From an optimization exercise on the open Yosys and OpenROAD flow, aimed at small area; shortcuts taken in it are not production practice.
Where RTL was checked, it was by simulation tests only, not by an equivalence proof against the original.
Function not checked in runs 5 and 6: the RTL went through the layout flow alone.
Power is estimated from default activity; no workload was simulated.

<file path="design.v">
`default_nettype none
module	hexmap(
		input	wire	[3:0]	i_hex,
		output	wire	[7:1]	o_map
	);
	wire	A = i_hex[0], B = i_hex[1], C = i_hex[2], D = i_hex[3];
	assign	o_map[7] = D | B | ~(C ^ A);			 
	assign	o_map[6] = ~C | ~(B ^ A);			 
	assign	o_map[5] = C | ~B | A;				 
	assign	o_map[4] = D | (~C & ~A) | (~C & B) | (B & ~A)
				| (C & ~B & A);			 
	assign	o_map[3] = ~A & (~C | B);			 
	assign	o_map[2] = D | (~B & ~A) | (C & ~B) | (C & ~A);	 
	assign	o_map[1] = D | (B ^ C) | (C & ~A);		 
endmodule
`default_nettype none
module	rtcinc #(
		parameter	W = 8
	) (
		input	wire	[W-1:0]	i_a,
		input	wire		i_ci,
		output	wire	[W-1:0]	o_sum
	);
	wire	[W:0]	c;
	assign	c[0] = i_ci;
	genvar	k;
	generate for(k=0; k<W; k=k+1)
	begin : RIPPLE
		assign	o_sum[k] = i_a[k] ^ c[k];
		assign	c[k+1]   = i_a[k] & c[k];
	end endgenerate
endmodule
`default_nettype	none
module	rtcclock #(
		parameter	DEFAULT_SPEED = 32'd2814750  
	) (
		input	wire		i_clk, i_reset,
		input	wire		i_wb_cyc, i_wb_stb, i_wb_we,
		input	wire	[2:0]	i_wb_addr,
		input	wire	[31:0]	i_wb_data,
		input	wire	[3:0]	i_wb_sel,
		output	reg	[31:0]	o_data,
		output	wire	[31:0]	o_sseg,
		output	wire	[15:0]	o_led,
		output	wire		o_interrupt,
		output	wire		o_ppd,
		input	wire		i_hack
	);
	wire		wb_write = i_wb_stb && i_wb_we;
	reg		ck_wr, tm_wr, al_wr;
	reg	[25:0]	wr_data;
	reg	[2:0]	wr_valid;
	reg		wr_zero;
	reg	[1:0]	clock_display;
	always @(posedge i_clk)
	if (i_reset)
	begin
		ck_wr <= 1'b0;
		tm_wr <= 1'b0;
		al_wr <= 1'b0;
	end else begin
		ck_wr <= wb_write && (i_wb_addr == 3'b000);
		tm_wr <= wb_write && (i_wb_addr == 3'b001);
		al_wr <= wb_write && (i_wb_addr == 3'b011);
	end
	always @(posedge i_clk)
	begin
		wr_data     <= i_wb_data[25:0];
		wr_valid[0] <= (i_wb_sel[0])&&(i_wb_data[3:0] <= 4'h9)
				&&(i_wb_data[7:4] <= 4'h5);
		wr_valid[1] <= (i_wb_sel[1])&&(i_wb_data[11:8] <= 4'h9)
				&&(i_wb_data[15:12] <= 4'h5);
		wr_valid[2] <= (i_wb_sel[2])&&(i_wb_data[19:16] <= 4'h9)
				&&(i_wb_data[21:16] <= 6'h23);
		wr_zero <= (i_wb_data[23:0] == 0);
	end
	always @(posedge i_clk)
	if (i_reset)
		clock_display <= 2'b00;
	else if (wb_write && (i_wb_addr == 3'b000) && i_wb_sel[3])
		clock_display <= i_wb_data[25:24];
	reg	[21:0]	wr_data2;
	reg	[2:0]	ck_pv, al_pv;
	always @(posedge i_clk)
		wr_data2 <= wr_data[21:0];
	always @(posedge i_clk)
	begin
		ck_pv <= (ck_wr) ? wr_valid : 3'b0;
		al_pv <= (al_wr) ? wr_valid : 3'b0;
	end
	reg	[31:0]	ckspeed;
	localparam	LOW = 18;
	reg	[LOW-1:0]	ck_lo;
	reg	[39-LOW:0]	ck_hi;
	reg		ck_mid, ck_hc;
	wire		ck_carry, ck_late;
	reg	[7:0]	ck_sub;
	wire		ck_pps;
	always @(posedge i_clk)
	if (i_reset)
		ckspeed <= DEFAULT_SPEED;
	else if (wb_write && (i_wb_addr == 3'b100))
		ckspeed <= i_wb_data;
	wire	[39:0]	ck_addend = { 8'h00, ckspeed };
	wire	[39:0]	ck_now = { ck_hi, ck_lo };
	wire	[40:0]	ck_cc;
	wire	[39:0]	ck_sum;
	genvar	gk;
	generate for(gk=0; gk<40; gk=gk+1)
	begin : CKADD
		wire	cin;
		if (gk == 0)
			assign	cin = 1'b0;
		else if (gk == LOW)
			assign	cin = ck_mid;
		else
			assign	cin = ck_cc[gk];
		assign	ck_sum[gk] = ck_now[gk] ^ ck_addend[gk] ^ cin;
		assign	ck_cc[gk+1] = (ck_now[gk] & ck_addend[gk])
				| (cin & (ck_now[gk] ^ ck_addend[gk]));
	end endgenerate
	always @(posedge i_clk)
	if (i_reset)
	begin
		ck_lo  <= 0;
		ck_hi  <= 0;
		ck_mid <= 1'b0;
		ck_hc  <= 1'b0;
	end else begin
		{ ck_mid, ck_lo } <= { ck_cc[LOW], ck_sum[LOW-1:0] };
		ck_hi <= ck_sum[39:LOW];
		ck_hc <= ck_cc[40] && !ck_late;
	end
	assign	ck_late  = ck_mid && (&ck_hi);
	assign	ck_carry = ck_hc || ck_late;
	wire	[7:0]	ck_sub_inc;
	assign ck_sub_inc = ck_sub + 8'h1;
	always @(posedge i_clk)
	if (i_reset)
		ck_sub <= 8'h0;
	else if (ck_carry)
		ck_sub <= ck_sub_inc;
	assign	ck_pps = ck_carry && (&ck_sub);
	reg	[6:0]	ck_sec, ck_min;
	reg	[5:0]	ck_hr;
	wire	[21:0]	clock_data;
	reg	[2:0]	suppressed, suppress_count;
	reg		pre_ppd, ck_ppm;
	reg	[6:0]	nx_sec, nx_min;
	reg	[5:0]	nx_hr;
	wire	[5:0]	ck_cy;
	assign	clock_data = { ck_hr, 1'b0, ck_min, 1'b0, ck_sec };
	assign	ck_cy[0] = ck_sec[3] && ck_sec[0];
	assign	ck_cy[1] = ck_cy[0] && ck_sec[6] && ck_sec[4];
	assign	ck_cy[2] = ck_cy[1] && ck_min[3] && ck_min[0];
	assign	ck_cy[3] = ck_cy[2] && ck_min[6] && ck_min[4];
	assign	ck_cy[4] = ck_cy[3] && ck_hr[3] && ck_hr[0];
	assign	ck_cy[5] = ck_cy[3] && ck_hr[5] && ck_hr[1] && ck_hr[0];
	always @(*)
	begin
		nx_sec[3:0] = (ck_cy[0]) ? 4'h0 : ck_sec[3:0] + 4'h1;
		nx_sec[6:4] = (ck_cy[1]) ? 3'h0
				: ck_sec[6:4] + { 2'b0, ck_cy[0] };
		nx_min[3:0] = (ck_cy[2]) ? 4'h0
				: ck_min[3:0] + { 3'b0, ck_cy[1] };
		nx_min[6:4] = (ck_cy[3]) ? 3'h0
				: ck_min[6:4] + { 2'b0, ck_cy[2] };
		nx_hr[3:0]  = (ck_cy[4] || ck_cy[5]) ? 4'h0
				: ck_hr[3:0] + { 3'b0, ck_cy[3] };
		nx_hr[5:4]  = (ck_cy[5]) ? 2'h0
				: ck_hr[5:4] + { 1'b0, ck_cy[4] };
	end
	always @(posedge i_clk)
	if (i_reset)
	begin
		suppressed <= 3'h7;
		suppress_count <= 3'h5;
	end else if (|ck_pv)
	begin
		suppressed[0] <= (suppressed[0])||(ck_pv[  0]!=1'b0);
		suppressed[1] <= (suppressed[1])||(ck_pv[1:0]!=2'b00);
		suppressed[2] <= (suppressed[2])||(ck_pv[2:0]!=3'b000);
		suppress_count <= 3'h5;
	end else if (suppress_count > 0)
		suppress_count <= suppress_count - 1;
	else
		suppressed <= 0;
	always @(posedge i_clk)
	if (i_reset)
	begin
		ck_sec <= 7'h0;
		ck_min <= 7'h0;
		ck_hr  <= 6'h0;
	end else begin
		if (ck_pps)
		begin
			if (!suppressed[0])
				ck_sec <= nx_sec;
			if (!suppressed[1])
				ck_min <= nx_min;
			if (!suppressed[2])
				ck_hr  <= nx_hr;
		end
		if (ck_pv[0])
			ck_sec <= wr_data2[6:0];
		if (ck_pv[1])
			ck_min <= wr_data2[14:8];
		if (ck_pv[2])
			ck_hr  <= wr_data2[21:16];
	end
	reg	[6:0]	lst_sec, lst_min;
	reg	[5:0]	lst_hr;
	always @(posedge i_clk)
	begin
		lst_sec <= ck_sec;
		lst_min <= ck_min;
		lst_hr  <= ck_hr;
	end
	always @(*)
		pre_ppd = lst_hr[5] && lst_hr[1] && lst_hr[0]
			&& lst_min[6] && lst_min[4] && lst_min[3] && lst_min[0]
			&& lst_sec[6] && lst_sec[4] && lst_sec[3] && lst_sec[0];
	always @(*)
		ck_ppm = lst_min[6] && lst_min[4] && lst_min[3] && lst_min[0];
	reg	[6:0]	tm_s, tm_m;
	reg	[7:0]	tm_h;
	reg	[6:0]	tn_s, tn_m;
	reg	[7:0]	tn_h;
	wire	[4:0]	tm_cy;
	wire	[23:0]	bcd_timer;
	wire		last_tick, tm_pps, tm_nonzero;
	reg	[7:0]	tm_sub;
	reg		tm_pre_pps, tm_int, tm_running, tm_alarm;
	assign	bcd_timer = { tm_h, 1'b0, tm_m, 1'b0, tm_s };
	assign	tm_cy[0] = (tm_s[3:0] == 4'h0);
	assign	tm_cy[1] = tm_cy[0] && (tm_s[6:4] == 3'h0);
	assign	tm_cy[2] = tm_cy[1] && (tm_m[3:0] == 4'h0);
	assign	tm_cy[3] = tm_cy[2] && (tm_m[6:4] == 3'h0);
	assign	tm_cy[4] = tm_cy[3] && (tm_h[3:0] == 4'h0);
	always @(*)
	begin
		tn_s[3:0] = (tm_cy[0]) ? 4'h9 : tm_s[3:0] - 4'h1;
		tn_s[6:4] = (tm_cy[1]) ? 3'h5 : tm_s[6:4] - { 2'b0, tm_cy[0] };
		tn_m[3:0] = (tm_cy[2]) ? 4'h9 : tm_m[3:0] - { 3'b0, tm_cy[1] };
		tn_m[6:4] = (tm_cy[3]) ? 3'h5 : tm_m[6:4] - { 2'b0, tm_cy[2] };
		tn_h[3:0] = (tm_cy[4]) ? 4'h9 : tm_h[3:0] - { 3'b0, tm_cy[3] };
		tn_h[7:4] = tm_h[7:4] - { 3'b0, tm_cy[4] };
	end
	assign	last_tick  = (tm_h == 0) && (tm_m == 0) && (tm_s[6:1] == 0);
	assign	tm_nonzero = last_tick ? tm_s[0] : 1'b1;
	wire	[7:0]	tm_sub_inc;
	assign tm_sub_inc = tm_sub + 8'h1;
	always @(posedge i_clk)
	if ((i_reset)||((tm_wr)&&(!tm_running)&&(&wr_valid)&&(!wr_zero)))
		tm_sub <= 0;
	else if ((ck_carry)&&(tm_running))
		tm_sub <= tm_sub_inc;
	always @(posedge i_clk)
	if ((tm_wr)&&(!tm_running))
		tm_pre_pps <= 0;
	else if ((ck_carry)&&(tm_running))
		tm_pre_pps <= (&tm_sub[7:1])&&(!tm_sub[0]);
	else
		tm_pre_pps <= (&tm_sub);
	assign	tm_pps = (tm_pre_pps)&&(ck_carry);
	always @(posedge i_clk)
		tm_int <= (tm_running)&&(tm_pps)&&(!tm_alarm)&&(last_tick);
	always @(posedge i_clk)
	if (i_reset)
	begin
		tm_alarm   <= 0;
		tm_s       <= 0;
		tm_m       <= 0;
		tm_h       <= 0;
		tm_running <= 0;
	end else begin
		if ((tm_running)&&(tm_pps))
		begin
			tm_s <= tn_s;
			tm_m <= tn_m;
			tm_h <= tn_h;
			if (last_tick)
				tm_alarm <= 1'b1;
		end
		if ((tm_pps)&&(last_tick))
			tm_running <= 1'b0;
		else if (tm_wr)
		begin
			if (tm_running)
				tm_running <= wr_data[24];
			else if ((wr_zero)&&(tm_nonzero))
				tm_running <= wr_data[24];
			else
				tm_running <= (!wr_zero)&&(&wr_valid);
		end
		if ((tm_wr)&&(!tm_running))
		begin
			if ((&wr_valid)&&(!wr_zero))
			begin
				tm_s <= wr_data[6:0];
				tm_m <= wr_data[14:8];
				tm_h <= wr_data[23:16];
			end
			tm_alarm <= 1'b0;
		end
	end
	reg	[6:0]	al_sec, al_min;
	reg	[5:0]	al_hr;
	reg		al_enabled, al_tripped;
	always @(posedge i_clk)
	if (i_reset)
		al_enabled <= 1'b0;
	else if (al_wr)
		al_enabled <= wr_data[24];
	always @(posedge i_clk)
	if (i_reset)
		al_tripped <= 1'b0;
	else if ((al_enabled)&&(ck_sec == al_sec)&&(ck_min == al_min)
			&&(ck_hr == al_hr)
			&&({ ck_hr, ck_min, ck_sec } != { lst_hr, lst_min, lst_sec }))
		al_tripped <= 1'b1;
	else if ((al_wr)&&(wr_data[25]))
		al_tripped <= 1'b0;
	always @(posedge i_clk)
	if (i_reset)
	begin
		al_sec <= 7'h0;
		al_min <= 7'h0;
		al_hr  <= 6'h0;
	end else begin
		if (al_pv[0])
			al_sec <= wr_data2[6:0];
		if (al_pv[1])
			al_min <= wr_data2[14:8];
		if (al_pv[2])
			al_hr  <= wr_data2[21:16];
	end
	reg		r_hack_carry;
	reg	[27:0]	hack_time;	 
	reg	[LOW-1:0]	hack_lo;
	reg	[39-LOW:0]	hack_hi;
	reg		hack_mid;
	wire	[39-LOW:0]	hack_hi_inc;
	wire	[40-LOW:0]	hack_ic;
	wire	[39:0]	hack_counter = { hack_hi_inc, hack_lo };
	assign	hack_ic[0] = hack_mid;
	generate for(gk=0; gk<40-LOW; gk=gk+1)
	begin : HACKINC
		assign	hack_hi_inc[gk] = hack_hi[gk] ^ hack_ic[gk];
		assign	hack_ic[gk+1]   = hack_hi[gk] & hack_ic[gk];
	end endgenerate
	always @(posedge i_clk)
	if ((i_reset)||(i_hack))
	begin
		hack_time <= { ck_hr, ck_min, ck_sec, ck_sub };
		hack_lo  <= ck_lo;
		hack_hi  <= ck_hi;
		hack_mid <= ck_mid;
		r_hack_carry <= ck_carry;
	end else if (r_hack_carry)
	begin
		hack_time <= { ck_hr, ck_min, ck_sec, ck_sub };
		r_hack_carry <= 1'b0;
	end
	reg	[13:0]	h_sseg, h_sseg1, h_sseg2;
	reg	[3:1]	dmask;
	reg	[3:0]	dig_en;
	reg		sg0, sg8, sg16;
	wire		blank;
	always @(posedge i_clk)
	case(clock_display)
	2'h1: begin
		h_sseg <= { tm_m[6:4], tm_m[3:0], tm_s[6:4], tm_s[3:0] };
		if (tm_alarm) dmask <= 3'h7;
		else begin
			dmask[3] <= (tm_h != 0) || (tm_m[6:4] != 0);
			dmask[2] <= (tm_h != 0) || (tm_m != 0);
			dmask[1] <= (tm_h != 0) || (tm_m != 0)
					|| (tm_s[6:4] != 0);
		end end
	2'h2: begin
		h_sseg <= 14'h0;
		dmask  <= 3'b001;
		end
	2'h3: begin
		h_sseg <= { lst_min[6:4], lst_min[3:0], lst_sec[6:4],
				lst_sec[3:0] };
		dmask <= 3'h7;
		end
	default: begin
		h_sseg <= { 1'b0, lst_hr[5:4], lst_hr[3:0], lst_min[6:4],
				lst_min[3:0] };
		dmask[2:1] <= 2'b11;
		dmask[3] <= (lst_hr[5:4] != 2'b00);
		end
	endcase
	assign	blank = (tm_alarm || al_tripped) && ck_sub[7];
	always @(posedge i_clk)
	begin
		h_sseg1 <= h_sseg;
		h_sseg2 <= h_sseg1;
		dig_en  <= (blank) ? 4'h0 : { dmask, 1'b1 };
		sg0     <= !ck_sub[7];
		sg8     <= !blank && dmask[1] && (clock_display == 2'h2);
		sg16    <= !blank && dmask[2] && (((clock_display == 2'h0)
				&& !ck_sub[7]) || (clock_display == 2'h3));
	end
	wire	[7:1]	seg0, seg1, seg2, seg3;
	hexmap	ha(h_sseg2[ 3: 0], seg0);
	hexmap	hb({ 1'b0, h_sseg2[ 6: 4] }, seg1);
	hexmap	hc(h_sseg2[10: 7], seg2);
	hexmap	hd({ 1'b0, h_sseg2[13:11] }, seg3);
	assign	o_sseg = {
			(dig_en[3]) ? seg3 : 7'h0, 1'b0,
			(dig_en[2]) ? seg2 : 7'h0, sg16,
			(dig_en[1]) ? seg1 : 7'h0, sg8,
			(dig_en[0]) ? seg0 : 7'h0, sg0 };
	reg	[9:0]	ledhi;
	wire	[7:0]	ledlo;
	wire	[8:0]	ledlo_next;
	wire	[9:0]	ledhi_inc;
	assign ledhi_inc = ledhi + { 9'h0, ledlo_next[8] };
	assign	ledlo = ck_sub + { ck_sub[3:0], 4'h0 };
	assign	ledlo_next = { 1'b0, ledlo } + 9'h11;
	always @(posedge i_clk)
	if (i_reset)
		ledhi <= 10'h00;
	else if ((ck_pps)&&(ck_ppm))
		ledhi <= 10'h00;
	else if (ck_carry)
		ledhi <= ledhi_inc;
	assign	o_led = (tm_alarm||al_tripped) ? { (16){ck_sub[7]} } :
			{ ledhi[9:2],
			ledhi[2], ledhi[3], ledhi[4], ledhi[5],
			ledhi[6], ledhi[7], ledhi[8], ledhi[9] };
	assign	o_interrupt = tm_int || al_tripped;
	assign	o_ppd = (pre_ppd)&&(ck_pps);
	always @(posedge i_clk)
	case(i_wb_addr[2:0])
	3'b000: o_data <= { 6'h00, clock_display, 2'b00, clock_data };
	3'b001: o_data <= { 6'h00, tm_alarm, tm_running, bcd_timer };
	3'b010: o_data <= 32'h0;
	3'b011: o_data <= { 6'h00, al_tripped, al_enabled, 2'b00,
				al_hr, 1'b0, al_min, 1'b0, al_sec };
	3'b100: o_data <= ckspeed;
	3'b101: o_data <= { 2'b00, hack_time[27:22], 1'b0,
				hack_time[21:15], 1'b0, hack_time[14:0] };
	3'b110: o_data <= hack_counter[39:8];
	3'b111: o_data <= { hack_counter[7:0], 24'h00 };
	endcase
	/*verilator lint_off UNUSED*/
	wire	unused;
	assign	unused = &{ 1'b0, i_wb_cyc, wr_data[15], wr_data[7] };
	/*verilator lint_on UNUSED*/
endmodule
</file>
<file path="flow/run.sh">
#!/bin/bash
# Own layout flow: the standard flow (standard.sh), with three changes.
#  1. After the standard synthesis, the combinational logic between the
#     registers is optimised and mapped again with area-oriented ABC
#     scripts (remap.sh).
#     Registers, full-adder cells and tie cells are kept as the standard
#     synthesis made them, with their names.
#  2. Ports are buffered with sky130_fd_sc_hd__buf_1 instead of the default.
#  3. The clock tree uses larger sink clusters and no dummy loads.
# Each tool's full output goes to a log file in this folder (synth.log,
# remap.log, layout.log); ORFS's own step logs stay under orfs/logs.
set -euo pipefail
HERE=$(pwd)
RES=$HERE/orfs/results/$FLOW_PLATFORM/rtcclock/base
VARS=(
  "BUFFER_PORTS_ARGS=-buffer_cell sky130_fd_sc_hd__buf_1"
  "CTS_ARGS=-sink_clustering_enable -repair_clock_nets -sink_clustering_size 26 -sink_clustering_max_diameter 120 -buf_list sky130_fd_sc_hd__clkbuf_16 -dont_use_dummy_load"
)

bash standard.sh "${VARS[@]}" synth > synth.log 2>&1

cp "$RES/1_2_yosys.v" "$HERE/standard_synth.v"
# The deep AIG optimisation is bounded in time; should it fail, the plain
# area mapping is used, and should that fail too, the standard netlist.
if timeout 1200 bash flow/remap.sh "$HERE/standard_synth.v" "$HERE/remapped.v" deep > remap.log 2>&1; then
  cp "$HERE/remapped.v" "$RES/1_2_yosys.v"
elif timeout 600 bash flow/remap.sh "$HERE/standard_synth.v" "$HERE/remapped.v" plain > remap_plain.log 2>&1; then
  cp "$HERE/remapped.v" "$RES/1_2_yosys.v"
fi
rm -f "$RES/1_synth.odb" "$RES/1_synth.sdc"

bash standard.sh "${VARS[@]}" finish > layout.log 2>&1
</file>
<file path="flow/remap.sh">
#!/bin/bash
# remap.sh IN.v OUT.v [deep|plain]: maps the combinational logic of a
# synthesized netlist again with an area-oriented ABC script; "deep" first
# shrinks the logic with ABC's &deepsyn for up to a minute.  Flip-flops,
# full-adder cells and tie cells stay as they are, with their instance
# names; half adders are mapped again with the rest of the logic.
set -euo pipefail
IN=$1; OUT=$2; MODE=${3:-plain}
MAP="&get,-n;&dch,-f;&nf,-R,1000,-p,-F,4;&put;topo"
if [[ $MODE == deep ]]; then
  SCRIPT="+strash;&get,-n;&deepsyn,-T,60;&put;$MAP"
else
  SCRIPT="+strash;dc2;dc2;$MAP"
fi
LIB=$FLOW_HOME/platforms/$FLOW_PLATFORM/lib/sky130_fd_sc_hd__tt_025C_1v80.lib
# The platform's don't-use cells (DONT_USE_CELLS) that are in the library
DONTUSE=$(grep -oE 'cell *\( *"?sky130_fd_sc_hd__(lpflow_[a-z0-9_]+|probec?_p_8)' "$LIB" \
  | sed -E 's/.*(sky130_fd_sc_hd__[a-z0-9_]+)/-dont_use \1/' | tr '\n' ' ')
cat > remap.ys <<EOY
read_liberty -ignore_miss_func $LIB
read_verilog $IN
hierarchy -top $FLOW_TOP
setattr -mod -set keep_hierarchy 1 sky130_fd_sc_hd__df* sky130_fd_sc_hd__edf* sky130_fd_sc_hd__fa_* sky130_fd_sc_hd__conb_*
flatten
opt_clean
abc -liberty $LIB $DONTUSE -script $SCRIPT $FLOW_TOP
opt_clean
splitnets
opt_clean -purge
hilomap -singleton -hicell sky130_fd_sc_hd__conb_1 HI -locell sky130_fd_sc_hd__conb_1 LO
insbuf -buf sky130_fd_sc_hd__buf_1 A X
select $FLOW_TOP
write_verilog -noattr -nohex -nodec -selected $OUT
EOY
yosys -s remap.ys
# The result must be made of library cells only
yosys -p "read_liberty -lib $LIB; read_verilog $OUT; hierarchy -check -top $FLOW_TOP; check -assert -mapped; stat -liberty $LIB"
</file>
<file path="standard.sh">
#!/bin/bash
# synth_recipe.tcl (not shown) runs the flow's synth.tcl, then flattens the netlist and writes it again
# the make line also repeats each setting of config.mk as NAME=value (left out here)
make -C /OpenROAD-flow-scripts/flow DESIGN_CONFIG=/design/flow/config.mk WORK_HOME=/design/flow/orfs CLKGATE_MAP_FILE= SYNTH_SCRIPT=/design/flow/synth_recipe.tcl "${@:-finish}"
</file>
<file path="config.mk">
export PLATFORM = sky130hd
export DESIGN_NAME = rtcclock
export DESIGN_NICKNAME = rtcclock
export VERILOG_FILES = /design/flow/design.v
export SDC_FILE = /design/flow/constraint.sdc
export NUM_CORES = 4
export LEC_CHECK = 0
export CAP_MARGIN = 20
export CORE_MARGIN = 2
export CORE_UTILIZATION = 40
export SLEW_MARGIN = 20
</file>
<file path="constraint.sdc">
create_clock -name core_clock -period 10.0 [get_ports {i_clk}]
set_input_delay 2.0000 -clock core_clock [delete_from_list [all_inputs] [get_ports {i_clk}]]
set_output_delay 2.0000 -clock core_clock [all_outputs]
set_load 0.01 [all_outputs]
</file>
==> results of run 1 <==
## final timing paths
path | end | slack [ns]
min reg2reg | h_sseg1[1]$_DFF_P_ | 0.33
min | h_sseg1[1]$_DFF_P_ | 0.33
max | ck_lo[17]$_SDFF_PP0_ | 2.66
max reg2reg | ck_lo[17]$_SDFF_PP0_ | 2.66
## cell usage in the layout, fill, tap and decap left out, drive strengths merged, types with 14 or more instances in the layout
master,count
nor3,46
edfxtp,69
fa,32
nor2b,59
a22oi,45
nor4,23
nor2,95
and2,28
dfxtp,338
o21ai,57
a22o,51
o22ai,22
a21oi,61
and3,20
xor2,14
nand3,34
clkinv,45
nand2,151
clkbuf,19
a221oi,14
buf,138
nand4,15
xnor2,14
## flip-flops by register name, indices dropped and copies added, names as in the netlist, 8 cells and up
signal,cells
ledhi,10
wr_data,24
ck_hi,22
hack_time,28
hack_hi,22
ck_lo,18
ck_sub,8
h_sseg,14
o_data,32
h_sseg1,14
tm_sub,8
ckspeed,32
tm_h,8
h_sseg2,14
wr_data2,20
hack_lo,18
## power groups by stage
stage / Sequential, W / Combinational [W] / Clock [W]
3_5_place_dp: 0.00187 / 0.000193 / 0
3_3_place_gp: 0.00187 / 0.000191 / 0
5_1_grt: 0.00184 / 0.000223 / 0.000917
4_1_cts: 0.00184 / 0.000196 / 0.000857
2_1_floorplan: 0.00185 / 0.000111 / 0
6_report: 0.00183 / 0.000197 / 0.000840
## area by class of cell
| cell class | instances | area, um^2 | area share [%] |
|---|---|---|---|
| tap | 468 | 586 | 3.57 |
| clock buffer | 19 | 475 | 2.90 |
| timing repair buffer | 138 | 572 | 3.48 |
| inverter | 45 | 169 | 1.03 |
| sequential | 407 | 8840 | 53.9 |
| multi-input combinational | 908 | 5770 | 35.2 |
## worst reg2reg max path, delay by kind of cell, from the launching register on
family | cells | cell delay, ns
fa+ha+maj | 17 | 6.56
buf+inv | 1 | 0.07
flops | 1 | 0.35
simple gates | 2 | 0.26
## per-layer routing
layer,GRT usage [%],routed length [um]
met1,31.2,19100
met2,37.5,20500
met3,4.00,3740
met4,8.02,1460
met5,0,0
## metrics by stage
stage | area [um^2] | hold WS, ns | util, % | instances
global placement | 15900 | 0.311 | 43.6 | 1966
global route | 16400 | 0.338 | 44.9 | 1985
finish | 16400 | 0.330 | 44.9 | 1985
floorplan | 14800 | 0.310 | - | 1372
CTS | 16400 | 0.332 | 44.9 | 1985
detailed placement | 15900 | 0.312 | 43.6 | 1966
==> flow_metrics.tcl, run 1 <==
set metrics [dict create \
    fill_cells 3414 \
    end_kind "flip-flop" \
    clockBufferDepth 3 \
    holdBufCountCts 0 \
    worst_slew_pin_slew_ns 1.16 \
    hold_viol_final 0 \
    critPathRequiredTime_ns 10.46 \
    max-vdd-ir-drop_v 0.000134 \
    crit_chain "and2_0, fa_1, fa_1, fa_1, fa_1, fa_1, fa_1, fa_1, fa_1, fa_1, fa_1, fa_1, fa_1, fa_1, fa_1, fa_1, clkinv_1, fa_1, fa_1, nor2_1" \
    power_frac_seq_pct 63.9 \
    slew_viol_final 0 \
    n_antenna_cell 0 \
    rsz0062_at_grt "false" \
    io-pin-count 127 \
    dp_slack_ns 2.69 \
    std_cell_rows 70 \
    cp.depth 20 \
    path_max_fanout 4 \
    cts-buffers-inserted 19 \
    antenna_found_initial 1 \
    grt_pass1_vias 10700 \
    wl_per_cell_um 22.6 \
    max_cap_violations 0 \
    path_common_cell "fa_1" \
    min_path_type "reg -> reg" \
    path_class "reg -> reg" \
    whs_path_depth 0 \
    cts_root_buffer "clkbuf_16" \
    drt_iter0_markers 1212 \
    r2r_cells 20 \
    cp_data_arrival_time_ns 7.79 \
    r2r_start "ckspeed[0]$_SDFFE_PP0P_" \
    cpMaxStageDelayCell "fa_1" \
    intPower_w 0.00219 \
    switching_share_pct 23.9 \
    hpwl_mm 33.6 \
    setup_viol 0 \
    path_buf_inv 1 \
    gp_congestion 0.911 \
    die_area_um2 38600 \
    avgSynthCellArea_um2 10.8 \
    startpoint "ckspeed[0]$_SDFFE_PP0P_" \
    crit_family "adder cells" \
    nets 1596 \
    clock_sinks 407 \
    combPwrFrac_pct 6.9 \
    grt_usage_pct 23.1 \
    max_stage_delay_ns 0.43 \
    power.leakage_nw 6.04 \
    die_x_um 196 \
    syn_to_final_growth_pct 10.8 \
    critPathLaunchType "flip-flop" \
    grt_pass1_wl_mm 66.7 \
    ys_warn_count 1 \
    synth_fp_nets 1449 \
    postCtsSetupRepairBufs 0 \
    vias 11400 \
    clockPowerShare_pct 29.3 \
    cts_tree "yes" \
    overflow 0 \
    fmaxAchievable_mhz 136 \
    power_density_nw_per_um2 175 \
    worstSkewPairLatency_ns 0.55 \
    die_h_um 196 \
    core_area_um2 36500 \
    drc 0 \
    switchingPower_w 0.000685 \
    netlist_area_um2 14800 \
    start_util_pct 40.6 \
    clk_pin_slew_worst_paths_ns 0.10 \
    synthCells 1372 \
    status "complete, no violations" \
    drive_above_1_share_pct 2.44 \
    portBuffers 124 \
    first_pass_iters 6 \
    worst_slack_ns 2.66 \
    period_share_pct 73.4 \
    grt_max_degree 57 \
    vias_per_cell 5.73 \
    ctsResizeCount 0 \
    cts-htree-levels 1 \
    routed_wl_mm 44.8 \
    skew_ns 0.0632 \
    tns_ns 0 \
    ant_nets 0 \
    total_power_w 0.00287 \
    post-route-min-period_ns 7.34 \
    relSlewSlack_pct 22.9 \
    worstHoldStart "h_sseg[1]$_DFF_P_" \
]
==> run 2: changes to the inputs <==
--- a/flow/run.sh
+++ b/flow/run.sh
@@ -16,3 +16,3 @@
   "BUFFER_PORTS_ARGS=-buffer_cell sky130_fd_sc_hd__buf_1"
-  "CTS_ARGS=-sink_clustering_enable -repair_clock_nets -sink_clustering_size 26 -sink_clustering_max_diameter 120 -buf_list sky130_fd_sc_hd__clkbuf_16 -dont_use_dummy_load"
+  "CTS_ARGS=-sink_clustering_enable -repair_clock_nets -sink_clustering_size 18 -sink_clustering_max_diameter 100 -buf_list sky130_fd_sc_hd__clkbuf_8 -dont_use_dummy_load"
 )
==> flow_metrics.tcl, run 2 <==
set metrics [dict create \
    status "complete, no violations" \
    syn_to_final_growth_pct 9.96 \
    grt_pass1_vias 10800 \
    synth_fp_nets 1449 \
    tns_ns 0 \
    die_x_um 196 \
    max_cap_violations 0 \
    avgSynthCellArea_um2 10.8 \
    die_h_um 196 \
    hold_viol_final 0 \
    n_antenna_cell 0 \
    postCtsSetupRepairBufs 0 \
    power_density_nw_per_um2 169 \
    power_frac_seq_pct 66.4 \
    holdBufCountCts 0 \
    first_pass_iters 5 \
    intPower_w 0.00208 \
    grt_pass1_wl_mm 66.8 \
    total_power_w 0.00276 \
    period_share_pct 73.0 \
    grt_max_degree 57 \
    switching_share_pct 24.7 \
    relSlewSlack_pct 22.6 \
    cts-buffers-inserted 26 \
    rsz0062_at_grt "false" \
    nets 1603 \
    std_cell_rows 70 \
    clockPowerShare_pct 26.4 \
    post-route-min-period_ns 7.30 \
    seqCellArea_um2 8840 \
    multiInputGateArea_um2 5770 \
    min_path_type "reg -> reg" \
    fill_cells 3444 \
    reg.largest.list "ckspeed: 32 flops, o_data: 32 flops, hack_time: 28 flops" \
    skew_ns 0.0408 \
    grt_usage_pct 23.2 \
    power.leakage_nw 5.99 \
    max-vdd-ir-drop_v 0.000126 \
    wl_per_cell_um 22.7 \
    r2r_start "ckspeed[0]$_SDFFE_PP0P_" \
    worstHoldStart "h_sseg1[12]$_DFF_P_" \
    cp_data_arrival_time_ns 7.86 \
    cts_tree "yes" \
    critPathRequiredTime_ns 10.56 \
    clk_pin_slew_worst_paths_ns 0.12 \
    cts-htree-levels 1 \
    antenna_found_initial 1 \
    combPwrFrac_pct 7.1 \
    clockBufferDepth 3 \
    die_area_um2 38600 \
    drt_iter0_markers 1025 \
    netlist_area_um2 14800 \
    r2r_cells 20 \
    io-pin-count 127 \
    portBuffers 124 \
    worstSkewPairLatency_ns 0.63 \
    path_class "reg -> reg" \
    end_kind "flip-flop" \
    worst_slew_pin_slew_ns 1.16 \
    startpoint "ckspeed[0]$_SDFFE_PP0P_" \
    path_max_fanout 4 \
    switchingPower_w 0.000683 \
    hpwl_mm 33.6 \
    clock_sinks 407 \
    slew_viol_final 0 \
    gp_congestion 0.911 \
    drc 0 \
    start_util_pct 40.6 \
    routed_wl_mm 45.2 \
    synthCells 1372 \
    vias_per_cell 5.72 \
    core_area_um2 36500 \
    ctsResizeCount 0 \
    final_common_cell "dfxtp_1" \
    setup_viol 0 \
    whs_path_depth 0 \
    fmaxAchievable_mhz 137 \
    drive_above_1_share_pct 2.89 \
    cts_root_buffer "clkbuf_8" \
    ant_nets 0 \
    ys_warn_count 1 \
    vias 11400 \
    critPathLaunchType "flip-flop" \
    overflow 0 \
    final_cell_mix "338 x dfxtp_1, 151 x nand2_1, 123 x buf_1" \
]
## run 2: per-stage QoR
stage	setup slack, ns	hold WS, ns	instances	instance area, um^2	util (%)
4_1_cts	2.66	0.336	1992	16300	44.6
2_1_floorplan	3.10	0.310	1372	14800	-
3_5_place_dp	2.69	0.312	1966	15900	43.6
3_3_place_gp	2.80	0.311	1966	15900	43.6
5_1_grt	2.37	0.339	1992	16300	44.6
6_report	2.70	0.334	1992	16300	44.6
## run 2: area by class of cell
cell class                 count  share of cell area (%)
clock buffer                  26                    2.20
timing repair buffer         138                    3.51
inverter                      45                    1.04
sequential                   407                    54.3
tap                          468                    3.59
multi-input combinational    908                    35.4
## run 2: final timing paths
path                               end  slack [ns]
setup / recovery  ck_lo[17]$_SDFF_PP0_        2.70
hold / removal     h_sseg2[12]$_DFF_P_        0.33
setup reg to reg  ck_lo[17]$_SDFF_PP0_        2.70
hold reg to reg    h_sseg2[12]$_DFF_P_        0.33
## run 2: per-layer routing
layer	vias to the layer above	GRT usage, %	routed length, um
met5	-	0	0
met4	0	8.47	1480
met3	89	4.52	3930
met2	520	37.7	20700
met1	5488	30.9	19100
li1	5288	-	-
## run 2: power by group through the flow
stage	clock network (W)	logic (W)	registers, W
global route	0.000801	0.000223	0.00185
floorplan	0	0.000111	0.00185
detailed placement	0	0.000193	0.00187
CTS	0.000747	0.000196	0.00184
finish	0.000729	0.000197	0.00183
global placement	0	0.000191	0.00187
## run 2: worst max-delay path, cell delays in order (launching register included)
cell,delay [ns]
dfxtp_1,0.35
and2_0,0.18
fa_1,0.38
fa_1,0.39
fa_1,0.39
fa_1,0.39
fa_1,0.41
fa_1,0.39
fa_1,0.39
fa_1,0.42
fa_1,0.43
fa_1,0.40
fa_1,0.39
fa_1,0.41
fa_1,0.40
fa_1,0.39
fa_1,0.38
clkinv_1,0.07
fa_1,0.18
fa_1,0.40
nor2_1,0.09
==> run 3: changes to the inputs <==
--- a/flow/run.sh
+++ b/flow/run.sh
@@ -16,3 +16,3 @@
   "BUFFER_PORTS_ARGS=-buffer_cell sky130_fd_sc_hd__buf_1"
-  "CTS_ARGS=-sink_clustering_enable -repair_clock_nets -sink_clustering_size 18 -sink_clustering_max_diameter 100 -buf_list sky130_fd_sc_hd__clkbuf_8 -dont_use_dummy_load"
+  "CTS_ARGS=-sink_clustering_enable -repair_clock_nets -sink_clustering_size 16 -sink_clustering_max_diameter 80 -buf_list sky130_fd_sc_hd__clkbuf_8 -dont_use_dummy_load"
 )
==> flow_metrics.tcl, run 3 <==
set metrics [dict create \
    syn_to_final_growth_pct 10.3 \
    antenna_found_initial 1 \
    synthCells 1372 \
    grt_pass1_wl_mm 67.2 \
    worstSkewPairLatency_ns 0.63 \
    holdBufCountCts 0 \
    path_buf_inv 1 \
    die_x_um 196 \
    die_h_um 196 \
    final_cell_mix "338 x dfxtp_1, 151 x nand2_1, 123 x buf_1" \
    wl_per_cell_um 22.7 \
    critPathRequiredTime_ns 10.56 \
    max_cap_violations 0 \
    clock_sinks 407 \
    avgSynthCellArea_um2 10.8 \
    post-route-min-period_ns 7.31 \
    clk_pin_slew_worst_paths_ns 0.10 \
    dp.cells 1966 \
    stdcell_count 1996 \
    path_max_fanout 3 \
    cp_data_arrival_time_ns 7.87 \
    end_kind "flip-flop" \
    timing.rr.end "ck_lo[17]$_SDFF_PP0_" \
    worst_slack_ns 2.69 \
    drc 0 \
    path_common_cell "fa_1" \
    io-pin-count 127 \
    fill_cells 3446 \
    hold_viol_final 0 \
    routed_wl_mm 45.3 \
    status "complete, no violations" \
    postCtsSetupRepairBufs 0 \
    worstHoldStart "h_sseg1[12]$_DFF_P_" \
    rrSetupSlack_ns 2.69 \
    worst_slew_pin_slew_ns 1.16 \
    grt_pass1_vias 10800 \
    ctsResizeCount 0 \
    ant_nets 0 \
    fmaxAchievable_mhz 137 \
    r2r_cells 20 \
    crit_family "adder cells" \
    post_dp_cell_area_um2 15900 \
    r2r_start "ck_lo[0]$_SDFF_PP0_" \
    cpMaxStageDelayCell "fa_1" \
    dp_slack_ns 2.69 \
    skew_ns 0.0375 \
    relSlewSlack_pct 22.8 \
    cts-buffers-inserted 29 \
    core_area_um2 36500 \
    first_pass_iters 5 \
    power_density_nw_per_um2 171 \
    final_util_pct 44.7 \
    fin_area_um2 16300 \
    synth_fp_nets 1449 \
    portBuffers 124 \
    drt_iter0_markers 1030 \
    cts_root_buffer "clkbuf_8" \
    drive_above_1_share_pct 3.08 \
    cts-htree-levels 1 \
    period_share_pct 73.1 \
    clockBufferDepth 3 \
    grt_usage_pct 23.3 \
    setup_viol 0 \
    reg.largest.list "ckspeed: 32 flops, o_data: 32 flops, hack_time: 28 flops" \
    power.leakage_nw 6.02 \
    crit_chain "and2_0, fa_1, fa_1, fa_1, fa_1, fa_1, fa_1, fa_1, fa_1, fa_1, fa_1, fa_1, fa_1, fa_1, fa_1, fa_1, clkinv_1, fa_1, fa_1, nor2_1" \
    final_common_cell "dfxtp_1" \
    cts_tree "yes" \
    path_class "reg -> reg" \
    overflow 0 \
    whs_endpoint "h_sseg2[12]$_DFF_P_" \
    ys_warn_count 1 \
    die_area_um2 38600 \
    critPathLaunchType "flip-flop" \
    nets 1606 \
    max_stage_delay_ns 0.43 \
    whs_path_depth 0 \
    rsz0062_at_grt "false" \
    grt_max_degree 57 \
    vias_per_cell 5.73 \
    netlist_area_um2 14800 \
    tns_ns 0 \
    start_util_pct 40.6 \
    vias 11400 \
    gp_congestion 0.911 \
    min_path_type "reg -> reg" \
    hpwl_mm 33.6 \
    slew_viol_final 0 \
    std_cell_rows 70 \
    max-vdd-ir-drop_v 0.000109 \
]
run 3: metrics by stage:
stage                     hold slack [ns]  power [W]
after floorplan                     0.310    0.00196
after global placement              0.311    0.00206
after detailed placement            0.312    0.00207
after CTS                           0.334    0.00281
after global routing                0.337    0.00291
final                               0.333    0.00280
run 3: how the worst max path moves through the flow:
| stage | startpoint | to | slack [ns] | cells past startpoint |
|---|---|---|---|---|
| after floorplan | ck_lo[0]$_SDFF_PP0_ | ck_lo[17]$_SDFF_PP0_ | 3.10 | 20 |
| after global placement | ckspeed[0]$_SDFFE_PP0P_ | ck_lo[17]$_SDFF_PP0_ | 2.80 | 20 |
| after detailed placement | ck_lo[0]$_SDFF_PP0_ | ck_lo[17]$_SDFF_PP0_ | 2.69 | 20 |
| after CTS | ckspeed[0]$_SDFFE_PP0P_ | ck_lo[17]$_SDFF_PP0_ | 2.67 | 20 |
| after global routing | ckspeed[0]$_SDFFE_PP0P_ | ck_lo[17]$_SDFF_PP0_ | 2.38 | 20 |
| final | ck_lo[0]$_SDFF_PP0_ | ck_lo[17]$_SDFF_PP0_ | 2.69 | 20 |
run 3: cell type report:
| type | count | area, um^2 | share of cell area (%) |
|---|---|---|---|
| flip-flops and latches | 407 | 8840 | 54.1 |
| diodes | 1 | 2.50 | 0.0153 |
| inverters | 45 | 169 | 1.03 |
| clock buffers | 29 | 399 | 2.44 |
| well taps | 468 | 586 | 3.58 |
| repair buffers | 138 | 572 | 3.50 |
| multi-input cells | 908 | 5770 | 35.3 |
run 3: report_power, final:
part           internal (W)  total (W)  switching [W]
Combinational     0.0000797   0.000198       0.000118
Sequential          0.00176    0.00183      0.0000702
Clock              0.000260   0.000768       0.000508
Total               0.00210    0.00280       0.000696
run 3: layer usage:
metal | share of wire [%] | vias to the layer above | global-route usage (%) | wire, um
met5 | 0 | - | 0 | 0
met4 | 3.4 | 0 | 8.53 | 1540
met3 | 8.6 | 95 | 3.88 | 3890
met2 | 46 | 520 | 38.0 | 20700
met1 | 42 | 5520 | 31.3 | 19200
li1 | - | 5295 | - | -
==> run 4: changes to the inputs <==
--- a/design.v
+++ b/design.v
@@ -82,3 +82,5 @@
 	reg	[21:0]	wr_data2;
-	reg	[2:0]	ck_pv, al_pv;
+	reg	[2:0]	wr_pv;
+	reg		wr_pv_al;
+	wire	[2:0]	ck_pv, al_pv;
 	always @(posedge i_clk)
@@ -87,5 +89,7 @@
 	begin
-		ck_pv <= (ck_wr) ? wr_valid : 3'b0;
-		al_pv <= (al_wr) ? wr_valid : 3'b0;
+		wr_pv    <= (ck_wr || al_wr) ? wr_valid : 3'b0;
+		wr_pv_al <= al_wr;
 	end
+	assign	ck_pv = (wr_pv_al) ? 3'b0 : wr_pv;
+	assign	al_pv = (wr_pv_al) ? wr_pv : 3'b0;
 	reg	[31:0]	ckspeed;
@@ -146,3 +150,6 @@
 	wire	[21:0]	clock_data;
-	reg	[2:0]	suppressed, suppress_count;
+	reg	[2:0]	suppress_count;
+	reg	[1:0]	sup_level;
+	wire	[2:0]	suppressed;
+	wire	[1:0]	pv_level;
 	reg		pre_ppd, ck_ppm;
@@ -172,2 +179,6 @@
 	end
+	assign	pv_level = (ck_pv[0]) ? 2'd3 : (ck_pv[1]) ? 2'd2
+				: (ck_pv[2]) ? 2'd1 : 2'd0;
+	assign	suppressed = { (sup_level != 2'd0), sup_level[1],
+				(sup_level == 2'd3) };
 	always @(posedge i_clk)
@@ -175,3 +186,3 @@
 	begin
-		suppressed <= 3'h7;
+		sup_level <= 2'd3;
 		suppress_count <= 3'h5;
@@ -179,5 +190,4 @@
 	begin
-		suppressed[0] <= (suppressed[0])||(ck_pv[  0]!=1'b0);
-		suppressed[1] <= (suppressed[1])||(ck_pv[1:0]!=2'b00);
-		suppressed[2] <= (suppressed[2])||(ck_pv[2:0]!=3'b000);
+		if (pv_level > sup_level)
+			sup_level <= pv_level;
 		suppress_count <= 3'h5;
@@ -186,3 +196,3 @@
 	else
-		suppressed <= 0;
+		sup_level <= 2'd0;
 	always @(posedge i_clk)
==> flow_metrics.tcl, run 4 <==
set metrics [dict create \
    r2r_start "ckspeed[0]$_SDFFE_PP0P_" \
    r2r_cells 20 \
    final_util_pct 44.7 \
    path_common_cell "fa_1" \
    postCtsSetupRepairBufs 0 \
    rsz0062_at_grt "false" \
    ant_nets 0 \
    die_area_um2 38400 \
    max_stage_delay_ns 0.43 \
    final_cell_mix "335 x dfxtp_1, 148 x nand2_1, 123 x buf_1" \
    power.leakage_nw 6.07 \
    worstSkewPairLatency_ns 0.65 \
    gr-usage-met2_pct 36.0 \
    crit_chain "and2_0, fa_1, fa_1, fa_1, fa_1, fa_1, fa_1, fa_1, fa_1, fa_1, fa_1, fa_1, fa_1, fa_1, fa_1, fa_1, clkinv_1, fa_1, fa_1, nor2_1" \
    start_util_pct 40.5 \
    grt_usage_pct 22.8 \
    core_area_um2 36400 \
    post-route-min-period_ns 7.36 \
    first_pass_iters 6 \
    clockBufferDepth 3 \
    die_x_um 196 \
    max_cap_violations 0 \
    std_cell_rows 70 \
    critPathRequiredTime_ns 10.58 \
    timing.rr.end "ck_lo[17]$_SDFF_PP0_" \
    cts-htree-levels 1 \
    clk_pin_slew_worst_paths_ns 0.10 \
    grt_max_degree 67 \
    gp_congestion 0.924 \
    clock_sinks 404 \
    final_common_cell "dfxtp_1" \
    wl_per_cell_um 22.2 \
    max-vdd-ir-drop_v 0.0000885 \
    nets 1604 \
    skew_ns 0.0557 \
    die_h_um 196 \
    drc 0 \
    grt_pass1_wl_mm 65.9 \
    whs_path_depth 0 \
    fill_cells 3469 \
    end_kind "flip-flop" \
    total_power_w 0.00281 \
    io-pin-count 127 \
    netlist_area_um2 14800 \
    avgSynthCellArea_um2 10.8 \
    worstHoldStart "h_sseg1[11]$_DFF_P_" \
    worst_slew_pin_slew_ns 1.06 \
    reg.largest.list "ckspeed: 32 flops, o_data: 32 flops, hack_time: 28 flops" \
    cts_tree "yes" \
    path_buf_inv 1 \
    fin_area_um2 16300 \
    path_max_fanout 4 \
    min_path_type "reg -> reg" \
    n_antenna_cell 0 \
    grt_pass1_vias 10600 \
    vias 11500 \
    synth_fp_nets 1447 \
    post_dp_cell_area_um2 15900 \
    tns_ns 0 \
    met1_usage_pct 32.3 \
    slew_viol_final 0 \
    path_class "reg -> reg" \
    grt_busiest_layer "met2" \
    syn_to_final_growth_pct 10.3 \
    cp_data_arrival_time_ns 7.94 \
    cts-buffers-inserted 29 \
    ctsResizeCount 0 \
    setup_viol 0 \
    drt_iter0_markers 1236 \
    hold_viol_final 0 \
    synthCells 1370 \
    antenna_found_initial 0 \
    ys_warn_count 1 \
    fmaxAchievable_mhz 136 \
    status "complete, no violations" \
    overflow 0 \
    drive_above_1_share_pct 3.15 \
    hpwl_mm 33.1 \
    holdBufCountCts 0 \
    critPathLaunchType "flip-flop" \
    period_share_pct 73.6 \
    crit_family "adder cells" \
    cts_root_buffer "clkbuf_8" \
    rrSetupSlack_ns 2.64 \
    relSlewSlack_pct 29.3 \
    use_met3_pct 3.70 \
    power_density_nw_per_um2 173 \
    portBuffers 124 \
    vias_per_cell 5.75 \
    whs_endpoint "h_sseg2[11]$_DFF_P_" \
    cpMaxStageDelayCell "fa_1" \
    routed_wl_mm 44.3 \
]
[run 4: worst max-delay path by stage]
stage	startpoint	endpoint	slack, ns	cells past startpoint
after floorplan	ck_lo[0]$_SDFF_PP0_	ck_lo[17]$_SDFF_PP0_	3.10	20
after global placement	ckspeed[0]$_SDFFE_PP0P_	ck_lo[17]$_SDFF_PP0_	2.79	20
after CTS	ckspeed[0]$_SDFFE_PP0P_	ck_lo[17]$_SDFF_PP0_	2.66	20
final	ckspeed[0]$_SDFFE_PP0P_	ck_lo[17]$_SDFF_PP0_	2.64	20
after detailed placement	ckspeed[0]$_SDFFE_PP0P_	ck_lo[17]$_SDFF_PP0_	2.72	20
after global routing	ck_lo[0]$_SDFF_PP0_	ck_lo[17]$_SDFF_PP0_	2.45	20
[run 4: where the power goes]
part	internal, W	switching [W]
logic	0.0000874	0.000131
registers	0.00176	0.0000705
clock network	0.000259	0.000505
total	0.00210	0.000707
[run 4: area by class of cell]
type	count	area [um^2]	share of cell area [%]
multi-input cells	911	5770	35.5
well taps	468	586	3.60
clock buffers	29	399	2.45
repair buffers	138	572	3.51
flip-flops and latches	404	8780	54.0
inverters	43	161	0.992
[run 4: per-stage QoR]
| step | setup WS (ns) | hold slack [ns] | std cells |
|---|---|---|---|
| finish | 2.64 | 0.332 | 1993 |
| global route | 2.45 | 0.338 | 1993 |
| CTS | 2.66 | 0.334 | 1992 |
| detailed placement | 2.72 | 0.312 | 1963 |
| global placement | 2.79 | 0.310 | 1963 |
| floorplan | 3.10 | 0.310 | 1370 |
[run 4: metal layers]
layer / part of all wire (%) / vias up
met5: 0 / -
met4: 2.9 / 0
met3: 8.0 / 66
met2: 45 / 527
met1: 44 / 5574
li1: - / 5296
[run 4: worst register-to-register path: cells and delay by family, from the launching register on]
kind | cells | cell delay (ns)
and+or+nand+nor | 2 | 0.27
DFF | 1 | 0.35
buffers and inverters | 1 | 0.09
adders and majority gates | 17 | 6.59
==> run 5: changes to the inputs <==
--- a/design.v
+++ b/design.v
@@ -15,19 +15,2 @@
 endmodule
-`default_nettype none
-module	rtcinc #(
-		parameter	W = 8
-	) (
-		input	wire	[W-1:0]	i_a,
-		input	wire		i_ci,
-		output	wire	[W-1:0]	o_sum
-	);
-	wire	[W:0]	c;
-	assign	c[0] = i_ci;
-	genvar	k;
-	generate for(k=0; k<W; k=k+1)
-	begin : RIPPLE
-		assign	o_sum[k] = i_a[k] ^ c[k];
-		assign	c[k+1]   = i_a[k] & c[k];
-	end endgenerate
-endmodule
 `default_nettype	none
--- a/flow/run.sh
+++ b/flow/run.sh
@@ -4,3 +4,4 @@
 #     registers is optimised and mapped again with area-oriented ABC
-#     scripts (remap.sh).
+#     scripts (remap.sh): four recipes of ABC's &deepsyn run side by side,
+#     and the netlist with the least cell area is laid out.
 #     Registers, full-adder cells and tie cells are kept as the standard
@@ -10,3 +11,3 @@
 # Each tool's full output goes to a log file in this folder (synth.log,
-# remap.log, layout.log); ORFS's own step logs stay under orfs/logs.
+# remap/*/remap.log, layout.log); ORFS's own step logs stay under orfs/logs.
 set -euo pipefail
@@ -22,8 +23,37 @@
 cp "$RES/1_2_yosys.v" "$HERE/standard_synth.v"
-# The deep AIG optimisation is bounded in time; should it fail, the plain
-# area mapping is used, and should that fail too, the standard netlist.
-if timeout 1200 bash flow/remap.sh "$HERE/standard_synth.v" "$HERE/remapped.v" deep > remap.log 2>&1; then
-  cp "$HERE/remapped.v" "$RES/1_2_yosys.v"
-elif timeout 600 bash flow/remap.sh "$HERE/standard_synth.v" "$HERE/remapped.v" plain > remap_plain.log 2>&1; then
-  cp "$HERE/remapped.v" "$RES/1_2_yosys.v"
+
+# Remapping: each recipe in a folder of its own, bounded in time.  Should all
+# fail, the plain area mapping is used, and should that fail too, the
+# standard netlist.
+RECIPES=("0 3" "0 3 5" "0" "0 7")
+mkdir -p remap
+for i in "${!RECIPES[@]}"; do
+  mkdir -p "remap/r$i"
+  ( timeout 900 bash flow/remap.sh "$HERE/standard_synth.v" "$HERE/remap/r$i/out.v" \
+      "${RECIPES[$i]}" > "remap/r$i/remap.log" 2>&1 \
+    && grep "Chip area" "remap/r$i/remap.log" | tail -1 | awk '{print $NF}' > "remap/r$i/area" ) || true &
+done
+wait
+BEST=""
+BEST_AREA=""
+for i in "${!RECIPES[@]}"; do
+  if [[ -s "remap/r$i/area" ]]; then
+    a=$(cat "remap/r$i/area")
+    if [[ -z $BEST_AREA ]] || awk -v a="$a" -v b="$BEST_AREA" 'BEGIN{exit !(a < b)}'; then
+      BEST=$i; BEST_AREA=$a
+    fi
+  fi
+done
+if [[ -n $BEST ]]; then
+  echo "remap: recipe ${RECIPES[$BEST]} gives $BEST_AREA um2" > remap/chosen.txt
+  cp "remap/r$BEST/out.v" "$RES/1_2_yosys.v"
+else
+  mkdir -p remap/plain
+  if timeout 600 bash flow/remap.sh "$HERE/standard_synth.v" "$HERE/remap/plain/out.v" plain \
+      > remap/plain/remap.log 2>&1; then
+    echo "remap: plain" > remap/chosen.txt
+    cp "remap/plain/out.v" "$RES/1_2_yosys.v"
+  else
+    echo "remap: none, standard netlist" > remap/chosen.txt
+  fi
 fi
==> flow/remap.sh (replaced) <==
#!/bin/bash
# remap.sh IN.v OUT.v RECIPE: maps the combinational logic of a synthesized
# netlist again with an area-oriented ABC script.  RECIPE is "plain" or a
# list of &deepsyn seeds (e.g. "0 3"): one round of ABC's &deepsyn, of up
# to a minute, for each seed, before the mapping.  Flip-flops, full-adder
# cells and tie cells stay as they are, with their instance names; half
# adders are mapped again with the rest of the logic.  The work files
# (remap.ys) go to the folder of OUT.v.
set -euo pipefail
IN=$1; OUT=$2; RECIPE=$3
MAP="&get,-n;&dch,-f;&nf,-R,1000,-p,-F,4;&put;topo"
if [[ $RECIPE == plain ]]; then
  SCRIPT="+strash;dc2;dc2;$MAP"
else
  SCRIPT="+strash"
  for s in $RECIPE; do
    SCRIPT="$SCRIPT;&get,-n;&deepsyn,-T,60,-S,$s;&put"
  done
  SCRIPT="$SCRIPT;$MAP"
fi
LIB=$FLOW_HOME/platforms/$FLOW_PLATFORM/lib/sky130_fd_sc_hd__tt_025C_1v80.lib
# The platform's don't-use cells (DONT_USE_CELLS) that are in the library
DONTUSE=$(grep -oE 'cell *\( *"?sky130_fd_sc_hd__(lpflow_[a-z0-9_]+|probec?_p_8)' "$LIB" \
  | sed -E 's/.*(sky130_fd_sc_hd__[a-z0-9_]+)/-dont_use \1/' | tr '\n' ' ')
YS=$(dirname "$OUT")/remap.ys
cat > "$YS" <<EOY
read_liberty -ignore_miss_func $LIB
read_verilog $IN
hierarchy -top $FLOW_TOP
setattr -mod -set keep_hierarchy 1 sky130_fd_sc_hd__df* sky130_fd_sc_hd__edf* sky130_fd_sc_hd__fa_* sky130_fd_sc_hd__conb_*
flatten
opt_clean
abc -liberty $LIB $DONTUSE -script $SCRIPT $FLOW_TOP
opt_clean
splitnets
opt_clean -purge
hilomap -singleton -hicell sky130_fd_sc_hd__conb_1 HI -locell sky130_fd_sc_hd__conb_1 LO
insbuf -buf sky130_fd_sc_hd__buf_1 A X
select $FLOW_TOP
write_verilog -noattr -nohex -nodec -selected $OUT
EOY
yosys -s "$YS"
# The result must be made of library cells only; its area is the last
# "Chip area" line of the log
yosys -p "read_liberty -lib $LIB; read_verilog $OUT; hierarchy -check -top $FLOW_TOP; check -assert -mapped; stat -liberty $LIB"
==> flow_metrics.tcl, run 5 <==
set metrics [dict create \
    r2r_start "ckspeed[0]$_SDFFE_PP0P_" \
    die_x_um 196 \
    final_common_cell "dfxtp_1" \
    first_pass_iters 9 \
    drc 0 \
    cts_root_buffer "clkbuf_8" \
    io-pin-count 127 \
    end_kind "flip-flop" \
    grt_max_degree 50 \
    worstSkewPairLatency_ns 0.63 \
    critPathRequiredTime_ns 10.57 \
    die_h_um 196 \
    vias 11400 \
    worst_slack_ns 2.78 \
    clk_pin_slew_worst_paths_ns 0.11 \
    vias_per_cell 5.69 \
    fill_cells 3475 \
    post-route-min-period_ns 7.22 \
    startpoint "ckspeed[0]$_SDFFE_PP0P_" \
    power.leakage_nw 6.01 \
    tns_ns 0 \
    grt_pass1_vias 10800 \
    rrSetupSlack_ns 2.78 \
    drive_above_1_share_pct 3.34 \
    cp_data_arrival_time_ns 7.79 \
    overflow 0 \
    clockBufferDepth 3 \
    max-vdd-ir-drop_v 0.000159 \
    reg.largest.list "ckspeed: 32 flops, o_data: 32 flops, hack_time: 28 flops" \
    power_density_nw_per_um2 171 \
    netlist_area_um2 14700 \
    grt_usage_pct 23.3 \
    nets 1606 \
    die_area_um2 38400 \
    period_share_pct 72.2 \
    max_cap_violations 0 \
    start_util_pct 40.4 \
    cts-buffers-inserted 29 \
    path_class "reg -> reg" \
    relSlewSlack_pct 30.4 \
    grt_pass1_wl_mm 67.0 \
    skew_ns 0.0556 \
    clock_sinks 404 \
    rsz0062_at_grt "false" \
    status "complete, no violations" \
    whs_endpoint "h_sseg2[1]$_DFF_P_" \
    hpwl_mm 33.7 \
    ctsResizeCount 0 \
    holdBufCountCts 0 \
    critPathLaunchType "flip-flop" \
    seqCellArea_um2 8780 \
    cts-htree-levels 1 \
    slew_viol_final 0 \
    worst_slew_pin_slew_ns 1.04 \
    dp_slack_ns 2.79 \
    gp_congestion 0.914 \
    syn_to_final_growth_pct 10.6 \
    dp.cells 1966 \
    path_max_fanout 4 \
    multiInputGateArea_um2 5700 \
    r2r_cells 20 \
    synth_fp_nets 1445 \
    timing.rr.end "ck_lo[17]$_SDFF_PP0_" \
    fmaxAchievable_mhz 139 \
    hold_viol_final 0 \
    routed_wl_mm 45.0 \
    setup_viol 0 \
    ys_warn_count 1 \
    worstHoldStart "h_sseg1[1]$_DFF_P_" \
    min_path_type "reg -> reg" \
    portBuffers 124 \
    stdcell_count 1997 \
    final_cell_mix "335 x dfxtp_1, 140 x nand2_1, 123 x buf_1" \
    drt_iter0_markers 1022 \
    wl_per_cell_um 22.5 \
    avgSynthCellArea_um2 10.8 \
    core_area_um2 36400 \
    postCtsSetupRepairBufs 0 \
    cts_tree "yes" \
    ant_nets 0 \
    antenna_found_initial 3 \
    std_cell_rows 70 \
    synthCells 1368 \
    whs_path_depth 0 \
]
==> run 5: critical path, cell delays in order (launching register included) <==
cell and delay [ns]:
dfxtp_1 0.36, and2_0 0.18, fa_1 0.39, fa_1 0.40
fa_1 0.39, fa_1 0.38, fa_1 0.38, fa_1 0.40
fa_1 0.42, fa_1 0.40, fa_1 0.39, fa_1 0.40
fa_1 0.39, fa_1 0.39, fa_1 0.38, fa_1 0.38
fa_1 0.38, clkinv_1 0.07, fa_1 0.18, fa_1 0.41
nor2_1 0.08
==> run 5: worst max path at each step <==
stage / to / slack, ns / depth (start not counted)
floorplan: ck_lo[17]$_SDFF_PP0_ / 3.10 / 20
global placement: ck_lo[17]$_SDFF_PP0_ / 2.82 / 20
detailed placement: ck_lo[17]$_SDFF_PP0_ / 2.79 / 20
CTS: ck_lo[17]$_SDFF_PP0_ / 2.75 / 20
global route: ck_lo[17]$_SDFF_PP0_ / 2.54 / 20
finish: ck_lo[17]$_SDFF_PP0_ / 2.78 / 20
==> run 5: stage by stage <==
stage / power (W) / instance area (um^2) / hold slack [ns] / util (%)
floorplan: 0.00195 / 14700 / 0.310 / -
global placement: 0.00205 / 15900 / 0.310 / 43.6
detailed placement: 0.00205 / 15900 / 0.312 / 43.6
CTS: 0.00280 / 16300 / 0.321 / 44.7
global route: 0.00289 / 16300 / 0.322 / 44.7
finish: 0.00278 / 16300 / 0.320 / 44.7
==> run 5: layer usage <==
layer / GRT usage [%] / part of all wire, % / vias up
li1: - / - / 5289
met1: 29.8 / 41 / 5448
met2: 38.9 / 47 / 503
met3: 3.71 / 7.3 / 113
met4: 10.4 / 4.3 / 8
met5: 0 / 0.12 / -
==> run 5: layout make-up <==
type / instances / area share, %
repair buffers: 142 / 3.70
inverters: 57 / 1.31
diodes: 2 / 0.0307
multi-input cells: 895 / 35.0
well taps: 468 / 3.60
flip-flops and latches: 404 / 53.9
clock buffers: 29 / 2.45
==> run 5: power breakdown <==
part / internal [W] / switching (W) / leakage, nW
clock network: 0.000259 / 0.000503 / 0.209
registers: 0.00175 / 0.0000651 / 3.49
logic: 0.0000805 / 0.000120 / 2.31
==> run 6: changes to the inputs <==
--- a/config.mk
+++ b/config.mk
@@ -10,2 +10,3 @@
 export CORE_UTILIZATION = 40
+export GPL_TIMING_DRIVEN = 0
 export SLEW_MARGIN = 20
==> flow_metrics.tcl, run 6 <==
set metrics [dict create \
    die_h_um 196 \
    skew_ns 0.0527 \
    critPathRequiredTime_ns 10.56 \
    ant_nets 0 \
    holdBufCountCts 0 \
    core_area_um2 36400 \
    cts-htree-levels 1 \
    relSlewSlack_pct 32.6 \
    dp_slack_ns 2.60 \
    drc 0 \
    hold_viol_final 0 \
    final_common_cell "dfxtp_1" \
    avgSynthCellArea_um2 10.8 \
    netlist_area_um2 14700 \
    io-pin-count 127 \
    synthCells 1368 \
    max-vdd-ir-drop_v 0.000129 \
    drt_iter0_markers 1024 \
    path_class "reg -> reg" \
    portBuffers 124 \
    max_cap_violations 0 \
    routed_wl_mm 45.2 \
    post-route-min-period_ns 7.44 \
    postCtsSetupRepairBufs 0 \
    vias_per_cell 5.67 \
    critPathLaunchType "flip-flop" \
    ys_warn_count 1 \
    reg.largest.list "ckspeed: 32 flops, o_data: 32 flops, hack_time: 28 flops" \
    power_density_nw_per_um2 170 \
    fill_cells 3547 \
    cts-buffers-inserted 29 \
    cp_data_arrival_time_ns 8.01 \
    clk_pin_slew_worst_paths_ns 0.10 \
    antenna_found_initial 3 \
    ctsResizeCount 0 \
    nets 1610 \
    worstSkewPairLatency_ns 0.62 \
    clock_sinks 404 \
    first_pass_iters 9 \
    rsz0062_at_grt "false" \
    overflow 0 \
    status "complete, no violations" \
    start_util_pct 40.4 \
    std_cell_rows 70 \
    multiInputGateArea_um2 5730 \
    vias 11400 \
    grt_pass1_vias 10900 \
    final_cell_mix "335 x dfxtp_1, 140 x nand2_1, 134 x buf_1" \
    hpwl_mm 34.2 \
    worst_slew_pin_slew_ns 1.01 \
    die_x_um 196 \
    power.leakage_nw 6.01 \
    slew_viol_final 0 \
    end_kind "flip-flop" \
    fmaxAchievable_mhz 134 \
    cts_tree "yes" \
    min_path_type "reg -> reg" \
    seqCellArea_um2 8780 \
    drive_above_1_share_pct 3.46 \
    gp_congestion 0.890 \
    synth_fp_nets 1445 \
    clockBufferDepth 3 \
    grt_max_degree 32 \
    grt_usage_pct 23.4 \
    cts_root_buffer "clkbuf_8" \
    grt_pass1_wl_mm 67.5 \
    wl_per_cell_um 22.6 \
    setup_viol 0 \
    path_max_fanout 4 \
    syn_to_final_growth_pct 11.1 \
    die_area_um2 38400 \
    worst_slack_ns 2.56 \
    tns_ns 0 \
    period_share_pct 74.4 \
]
[run 6: per-layer routing]
layer  global-route usage (%)  share of wire (%)  up-vias
met4                     9.60                4.5        0
met3                     3.59                6.8      107
met1                     30.1                 41     5505
li1                         -                  -     5295
met5                        0                  0        -
met2                     39.4                 47      458
[run 6: final timing paths]
check | from | endpoint | slack [ns] | cells past startpoint
setup / recovery | ckspeed[0]$_SDFFE_PP0P_ | ck_lo[17]$_SDFF_PP0_ | 2.56 | 20
hold / removal | h_sseg1[13]$_DFF_P_ | h_sseg2[13]$_DFF_P_ | 0.32 | 0
setup reg to reg | ckspeed[0]$_SDFFE_PP0P_ | ck_lo[17]$_SDFF_PP0_ | 2.56 | 20
hold reg to reg | h_sseg1[13]$_DFF_P_ | h_sseg2[13]$_DFF_P_ | 0.32 | 0
[run 6: cell type report]
type / instances / share of cell area [%]
multi-input cells: 895 / 35.0
clock buffers: 29 / 2.44
inverters: 57 / 1.31
repair buffers: 134 / 3.63
diodes: 5 / 0.0765
plain buffers: 12 / 0.275
flip-flops and latches: 404 / 53.7
well taps: 468 / 3.58
[run 6: per-stage QoR]
stage / hold slack, ns / cell area (um^2) / total power (W) / std cells / util (%)
global placement: 0.310 / 15800 / 0.00205 / 1960 / 43.3
finish: 0.325 / 16400 / 0.00278 / 2004 / 44.9
detailed placement: 0.312 / 15900 / 0.00206 / 1970 / 43.8
global route: 0.338 / 16300 / 0.00288 / 1999 / 44.9
CTS: 0.327 / 16300 / 0.00280 / 1999 / 44.8
floorplan: 0.310 / 14700 / 0.00195 / 1368 / -
[run 6: power by group]
group,switching (W),internal [W]
clock network,0.000501,0.000259
logic,0.000124,0.0000829
registers,0.0000626,0.00175
total,0.000687,0.00209
[run 6: critical path: stages (launching register included)]
cell and delay, ns:
dfxtp_1 0.36, and2_0 0.18, fa_1 0.39, fa_1 0.39, fa_1 0.40, fa_1 0.40, fa_1 0.40, fa_1 0.41
fa_1 0.45, fa_1 0.41, fa_1 0.40, fa_1 0.43, fa_1 0.40, fa_1 0.39, fa_1 0.39, fa_1 0.38
fa_1 0.40, clkinv_1 0.08, fa_1 0.20, fa_1 0.42, nor2_1 0.09

## port drivers added, routing unchanged
How much do the figures lean on ideal ports? The routed layouts below were timed once more, with nothing changed but the port constraints. Step 1, drivers: a clkbuf_16 drives i_clk and a buf_2 each remaining input, both assumed. Step 2, shift: input delay + t, output delay - t, t = (earliest + latest rising clock arrival at the registers) / 2. This alone moves slack from input paths to output paths. a / b / c = ideal / step 1 / step 2; a / b = the first two.
| run | t (ns) | slack for setup (ns) | slew at the worst register clock pin (ns) | cell pins on the clock port's net |
|---|---|---|---|---|
| run 1 | 0.579 | 2.664 / 2.664 / 2.664 | 0.11 / 0.11 | 1 |
| run 2 | 0.660 | 2.701 / 2.701 / 2.701 | 0.12 / 0.12 | 1 |
| run 3 | 0.661 | 2.690 / 2.690 / 2.690 | 0.11 / 0.11 | 1 |
| run 4 | 0.671 | 2.643 / 2.643 / 2.643 | 0.11 / 0.11 | 1 |
| run 5 | 0.655 | 2.781 / 2.781 / 2.781 | 0.11 / 0.11 | 1 |
| run 6 | 0.645 | 2.556 / 2.556 / 2.556 | 0.12 / 0.12 | 1 |
After both steps setup and hold are still met in every run listed.
